Context: an optimization exercise on an open-source flow, tuned for small area, a short achievable clock period and few clock cycles. The choices shown serve that exercise and are no tape-out recipe. The RTL was checked by simulation tests, not by an equivalence proof against the original design. No activity file was given, so power comes from the tool's default toggle rates.

==> design/flow/design.v <==
module brainfuck(
  input clk,
  input rst,
  output [10:0] code_addr,
  input  [7:0]  code_data,
  output        out_valid,
  output [7:0]  out_data,
  input         out_ready,
  input         in_valid,
  input  [7:0]  in_data,
  output        in_ready,
  output        halted
);
wire [7:0] i, d;
reg [10:0] ptr;
reg [10:0] pc;
reg [3:0] state;
reg [3:0] depth;
wire print_program = 0;
wire print_code = 0;
assign halted = state == HALTED;
reg [7:0] reg_dat_di;
reg reg_dat_we;
wire reg_dat_wait = reg_dat_we && !out_ready;
assign out_valid = reg_dat_we;
assign out_data = reg_dat_di;
localparam WELCOME=0, PRINT_PROGRAM=1, STARTING = 2,
           EXECUTING = 3, SKIPPING_FORWARDS=4,
           SKIPPING_BACKWARDS = 5, WAITING_FOR_INPUT = 6,
           WAITING_FOR_OUTPUT = 7, HALTED = 8;
assign in_ready = state == WAITING_FOR_INPUT;
wire in_take = in_ready && in_valid;
wire [10:0] new_ptr = (state == EXECUTING && (i == "<")) ? ptr-11'd1 :
                     (state == EXECUTING && (i == ">")) ? ptr+11'd1 :
                     ptr;
wire [7:0] new_d = (state == WAITING_FOR_INPUT) ? in_data :
                   (state == EXECUTING && i == "+") ? d+8'd1 :
                   (state == EXECUTING && i == "-") ? d-8'd1 :
                   d;
wire [10:0] new_pc = (state == PRINT_PROGRAM || state == STARTING) ? pc :
                    (state == SKIPPING_BACKWARDS && (i != "[" || depth > 0)) ? pc-11'd1 :
                    (state == EXECUTING && i == "]" && d > 0) ? pc-1 :
                    pc+11'd1;
reg wait_for_send;
always @(posedge clk) begin
  if (rst) begin
    ptr <= 0;
    pc <= 0;
    state <= WELCOME;
    depth <= 0;
    reg_dat_we <= 0;
    wait_for_send <= 0;
  end else begin
  if (state == WELCOME) begin
    state <= PRINT_PROGRAM;
  end
  if (state == PRINT_PROGRAM) begin
    if (print_program) begin
      if (!wait_for_send) begin
        if (i == 8'hff) begin  
          pc <= 0;
          ptr <= 0;
          state <= STARTING;
        end else begin
          reg_dat_we <= 1;
          reg_dat_di <= i;
          wait_for_send <= 1;
          pc <= pc + 1;
        end
      end else if (!reg_dat_wait) begin
        reg_dat_we <= 0;
        wait_for_send <= 0;
      end
    end else begin
      state <= STARTING;
    end
  end
  if (state == STARTING) begin
    state  <= EXECUTING;
    if (print_code) begin
      reg_dat_we <= 1;
      reg_dat_di <= i;
      wait_for_send <= 1;
    end
  end
  if (state == HALTED && !reg_dat_wait) begin
    reg_dat_we <= 0;
    wait_for_send <= 0;
  end
  if ( state >= EXECUTING && state < HALTED) begin
    if (!wait_for_send) begin
      if (i != 8'hff && print_code) begin
        reg_dat_we <= 1;
        reg_dat_di <= i;
        wait_for_send <= 1;
      end
      if (state <= SKIPPING_BACKWARDS) begin
        pc <= new_pc;
        ptr <= new_ptr;
      end
      case (state)
      SKIPPING_FORWARDS:
        begin
          if (i == "[") depth <= depth + 1;
          else if (i == "]") begin
            if (depth == 0) state <= EXECUTING;
            else depth <= depth - 1;
          end
        end
      SKIPPING_BACKWARDS:
        begin
          if (i == "]") depth <= depth + 1;
          else if (i == "[") begin
            if (depth == 0) state <= EXECUTING;
            else depth <= depth -1;
          end
        end
      EXECUTING:
        begin
          if (i == 8'hff) begin
            state <= HALTED;
            ptr <= 0;
            pc <= 0;
          end else if (i == "[" && d == 0) begin
            depth <= 0;
            state <= SKIPPING_FORWARDS;
          end else if (i == "]" && d > 0) begin
            depth <= 0;
            state <= SKIPPING_BACKWARDS;
          end else if (i == ".") begin
            state <= WAITING_FOR_OUTPUT;
            reg_dat_we <= 1;
            reg_dat_di <= d;
            wait_for_send <= 1;
          end else if (i == ",") begin
            state <= WAITING_FOR_INPUT;
          end
        end
      WAITING_FOR_OUTPUT:
        if (!reg_dat_wait) begin
          state <= EXECUTING;
          reg_dat_we <= 0;
          wait_for_send <= 0;
        end
      WAITING_FOR_INPUT:
        if (in_valid) state <= EXECUTING;
      endcase
    end else if (!reg_dat_wait) begin
      reg_dat_we <= 0;
      wait_for_send <= 0;
    end
  end
  end
end
assign code_addr = new_pc;
rom code (.clk(clk), .code_data(code_data),
          .en(state >= PRINT_PROGRAM && state <= SKIPPING_BACKWARDS), .i(i));
ram data (.clk(clk), .rst(rst), .p_in(ptr), .d_in(new_d),
          .en((state >= STARTING && state <= SKIPPING_BACKWARDS) || in_take),
          .we((state >= EXECUTING && state <= SKIPPING_BACKWARDS) || in_take),
          .p_out(new_ptr), .d_out(d));
endmodule
module rom(
  input clk,
  input [7:0] code_data,
  input en,
  output reg [7:0] i
);
always @(posedge clk) if (en) begin
  i <= code_data;
end
endmodule
module ram #(
  parameter AW = 8
) (
  input clk,
  input rst,
  input [10:0] p_in,
  input [10:0] p_out,
  input en,
  input we,
  input [7:0] d_in,
  output reg [7:0] d_out
);
reg [8*(1<<AW)-1:0] mem;
genvar n;
generate for (n = 0; n < (1<<AW); n = n + 1) begin : tape_cell
  always @(posedge clk) begin
    if (rst) mem[8*n +: 8] <= 8'd0;
    else if (en && we && p_in[AW-1:0] == n) mem[8*n +: 8] <= d_in;
  end
end endgenerate
always @(posedge clk) if (en) begin
  d_out <= (we && p_in[AW-1:0] == p_out[AW-1:0]) ? d_in : mem[8*p_out[AW-1:0] +: 8];
end
endmodule
==> design/flow/run.sh <==
#!/bin/bash
# synth_recipe.tcl (not shown) runs the flow's synth.tcl, then flattens the netlist and writes it again
# the make line also repeats each setting of config.mk as NAME=value (left out here)
make -C /OpenROAD-flow-scripts/flow DESIGN_CONFIG=/design/flow/config.mk WORK_HOME=/design/flow/orfs CLKGATE_MAP_FILE= SYNTH_SCRIPT=/design/flow/synth_recipe.tcl finish
==> design/flow/config.mk <==
export PLATFORM = sky130hd
export DESIGN_NAME = brainfuck
export DESIGN_NICKNAME = brainfuck
export VERILOG_FILES = /design/flow/design.v
export SDC_FILE = /design/flow/constraint.sdc
export NUM_CORES = 4
export LEC_CHECK = 0
export CAP_MARGIN = 20
export CORE_MARGIN = 2
export CORE_UTILIZATION = 45
export PLACE_DENSITY = 0.6
export SLEW_MARGIN = 20
==> design/flow/constraint.sdc <==
create_clock -name core_clock -period 10.0 [get_ports {clk}]
set_input_delay 2.0000 -clock core_clock [delete_from_list [all_inputs] [get_ports {clk}]]
set_output_delay 2.0000 -clock core_clock [all_outputs]
set_load 0.01 [all_outputs]
==> notes.md <==
- Post-CTS Resized: 0
- Proportion of synthesized area in mux cells: 4.02%
- Arithmetic-cell share of the synthesized area counting full adders, half adders and majority gates: 0.150%
- Final-stage net count: 11069
- Cts-stage hold buffer count: 0
- Peak VDD IR: 0.000206 V
- Maximum fanout along the worst path: 8
- Final Slew Violations: 0
- Main combinational cell family by area after synthesis: simple AND/OR/NAND/NOR gates
- Average instance area after synthesis: 7.88 sq um
- Skew-Pair Late Insertion Delay: 0.90 ns
- Hold violation total from the final report: 0
- #FFs+latches synth: 2101
- CP Capture Type: primary output
- Summed instance area of the synthesized netlist: 0.0919 sq mm
- Critical Path Start Type: flop
- Delay of the slowest critical-path stage: 0.71 ns
- 1st-pass router iterations: 7
- Routability cong.: 0.975
- Antenna violations before repair: 22
- Die outline area: 0.208 sq mm
- Total power consumption of the routed design: 0.0176 W
- Final setup vio count: 0
- Clock-pin transition on the worst setup and hold timing paths: 0.07 ns
- Worst clock skew: 0.0322 ns
- TritonCTS clock tree: yes
- Ratio of final minimum period to clock period: 70.7%
- Min-Delay Path Class: reg2reg
- Power density over the cells: 174 mW/mm^2
- Post-Route Setup TNS: 0 ns
- Wire length of the first global-routing pass: 545 mm
- Count of synthesis-stage warnings from yosys: 3
- Fraction of the mapped netlist area in simple logic gates: 22.4%
- Largest cells by area after synthesis: dfxtp_1 (45%), a211oi_1 (13%), nor2_1 (9.9%)
- Fraction of the mapped netlist area in compound gates: 21.9%
- Smallest setup slack after layout: 2.93 ns
- Site Rows: 165
- Hold Path Cell Cnt: 2
- Library cell used as clock root buffer: clkbuf_16
- Parity-gate share of the synthesized area counting xor and xnor cells: 0.315%
- Post-route worst hold slack: 0.455 ns
- Maximum buffer depth of the clock tree: 3
- Seq/Total Area, Yosys: 46.0%
- Leakage dissipation: 31.8 nW
- Buffers inserted during post-CTS setup optimization: 0
- Highest attainable clock frequency: 141 MHz
- Commonest cells post-synth: nor2_1 (2430), nand2_1 (2081), dfxtp_1 (2077), a211oi_1 (1583), clkbuf_1 (885)
- Number of flops mapped to enable cells by yosys: 24
- Area of the core: 0.203 sq mm
- Transition time at the pin with the least slew margin: 1.37 ns
- Proportion of netlist area held by the largest area contributor: 45.2%
- Data arrival time of the critical path: 5.07 ns
- Net count of the mapped netlist: 11697
- Final critical delay including setup and external delays: 7.07 ns
- Share of async-settable or async-resettable flops after synthesis: 0%
- Placed wire-length estimate after detailed placement: 227 mm
- Global-route congestion overflow total: 0
- TritonCTS Buffers: 220
- Fillers: 19188
- Worst slack at placement: 3.34 ns
- Most used flip-flop cell after synthesis: dfxtp_1
- Post-synthesis cell count: 11666
- Start-to-end type of the worst setup path: reg2out
- Run status: timing/DRC/antenna clean
- Initial drt markers: 11754
- Cell with the most instances after synthesis: nor2_1
- Pin count of the biggest net entering global routing: 230
- Depth of the worst register-to-register path: 14
- WL final: 376 mm
- Number of distinct library cells after synthesis: 84
- Fraction of final layout cells with drive strength greater than 1: 7.45%
- Via count of the first global-routing pass: 79839
- Layout Area Growth over Synthesis: 10.4%
- Via count normalized by instance count: 6.28
- Worst slew slack as a fraction of its limit: 8.98%
- Number of I/O pins: 42
- Clock Sink Count: 2101
- Global router's overall resource usage: 34.7%
- Die Height: 456 microns
- H-tree depth: 4
- Max-cap check violation count: 0
- Cell-by-cell listing of the critical path: or4_1, or4b_1, a31oi_2, and4_1, nand4_1, mux2_2, nor2_1, xor2_1, clkdlybuf4s50_1
- Effective utilization at floorplan: 45.4%
- Area of combinational cells with multiple inputs: 0.0455 sq mm
- Chip Width: 456 microns
- Port buffer count: 41
- Area of all sequential standard cells: 0.0423 sq mm
- Remaining number of nets flagged by the antenna check after routing: 0
- Routed WL per cell: 27.0 microns
- Cell with the biggest individual delay on the critical path: edfxtp_1
- Number of design rule violations left after detail routing: 0
- Setup repair after global routing missed its margin: no
- Number of vias in the routed layout: 87349
- Dominant cell type by area after synthesis: dfxtp_1
- Required time of the critical path: 8.00 ns
-- flip-flops by register name, indices dropped and copies added (netlist names), 4 cells and up --
register,count
ptr,8
state,4
pc,11
code.i,8
depth,4
reg_dat_di,8
data.d_out,8
data.mem,2048
-- worst max-delay path: cells and delay by family (launching register included) --
family                    cells  cell delay (ns)
and+or+nand+nor               5             1.90
DFF                           1             0.71
buffers and inverters         1             0.55
AOI/OAI and AO/OA             1             0.53
muxes                         1             0.29
xor gates and xnor gates      1             0.18
-- power by group --
group / switching [W] / internal, W / leakage, nW / total [W]
logic: 0.000614 / 0.000108 / 11.2 / 0.000723
clock network: 0.00361 / 0.00487 / 3.66 / 0.00847
registers: 0.0000247 / 0.00840 / 16.9 / 0.00842
-- path summary, 6_finish.rpt --
path / start / end / slack (ns)
worst max register to register: ptr[1] / data.d_out[7] / 2.99
worst min-delay path: data.mem[72] / data.mem[72] / 0.45
worst max-delay path: data.d_out[4] / code_addr[8] / 2.93
worst min register to register: data.mem[72] / data.mem[72] / 0.45
-- stage by stage --
| stage | utilization [%] | instances | area (sq um) |
|---|---|---|---|
| 3_3_place_gp | 46.3 | 13475 | 93700 |
| 2_1_floorplan | - | 11666 | 91900 |
| 3_5_place_dp | 46.4 | 13484 | 93900 |
| 6_report | 50.1 | 13901 | 101000 |
| 4_1_cts | 50.0 | 13891 | 101000 |
| 5_1_grt | 50.1 | 13897 | 101000 |
-- routing by layer --
metal | share of wire [%] | global-route usage [%]
met1 | 40 | 45.6
met2 | 42 | 51.6
met3 | 11 | 8.59
met4 | 6.7 | 20.2
met5 | 0.060 | 0
-- cell families (layout without fill, tap and decap cells) --
logic type	count (synthesis)	count (layout)
compound gates	2915	2915
xor+xnor	33	33
mux	290	290
flops	2101	2101
fa+ha+maj	11	11
simple gates	5154	5154
other cells	0	6
buf+inv	1162	719
-- area by class of cell --
type	instances	share of cell area, %
diodes	6	0.0148
clock buffers	331	6.44
clock inverters	76	0.858
inverters	14	0.0518
multi-input cells	8403	44.9
flip-flops and latches	2101	41.7
well taps	2672	3.30
repair buffers	298	2.75
-- cells in the final DEF (no fill, tap or decap), types with 77 or more instances in the layout --
cell type	instances
nor2_1	2337
nand2_1	2078
a21oi_1	713
mux2i_1	219
a211oi_1	1583
nand4_1	91
a32oi_1	100
nor2_2	88
a31oi_1	140
dfxtp_1	2076
nand3_1	329
buf_4	219
clkbuf_16	224
and3_1	77
Testbench counts, summed over its fixed seeds: cycles 2,184,851.

-- port drivers added, routing unchanged --
Ports are ideal in the flow. The routed layout listed here was re-timed in OpenROAD. Step 1: set_driving_cell puts a clkbuf_16 on clk and a buf_2 on each other input, an assumption about the parent block. Step 2 times the ports against the registers' clock, not the clock port: input delays grow and output delays shrink by t, the midpoint of the rising clock arrivals with the driver on. a / b / c = ideal ports / drivers / drivers and shift; a / b = the first two.
shift t [ns]: 0.980
setup slack, ns: 2.928 / 2.836 / 2.990
latest minus earliest clock arrival (ns): 0.039 / 0.039
worst slew at a driven data input, ns: 0.08
After both steps setup and hold are still met in this run. For this run, drivers alone change the setup slack by -0.092 ns; drivers and shift together by +0.062 ns.
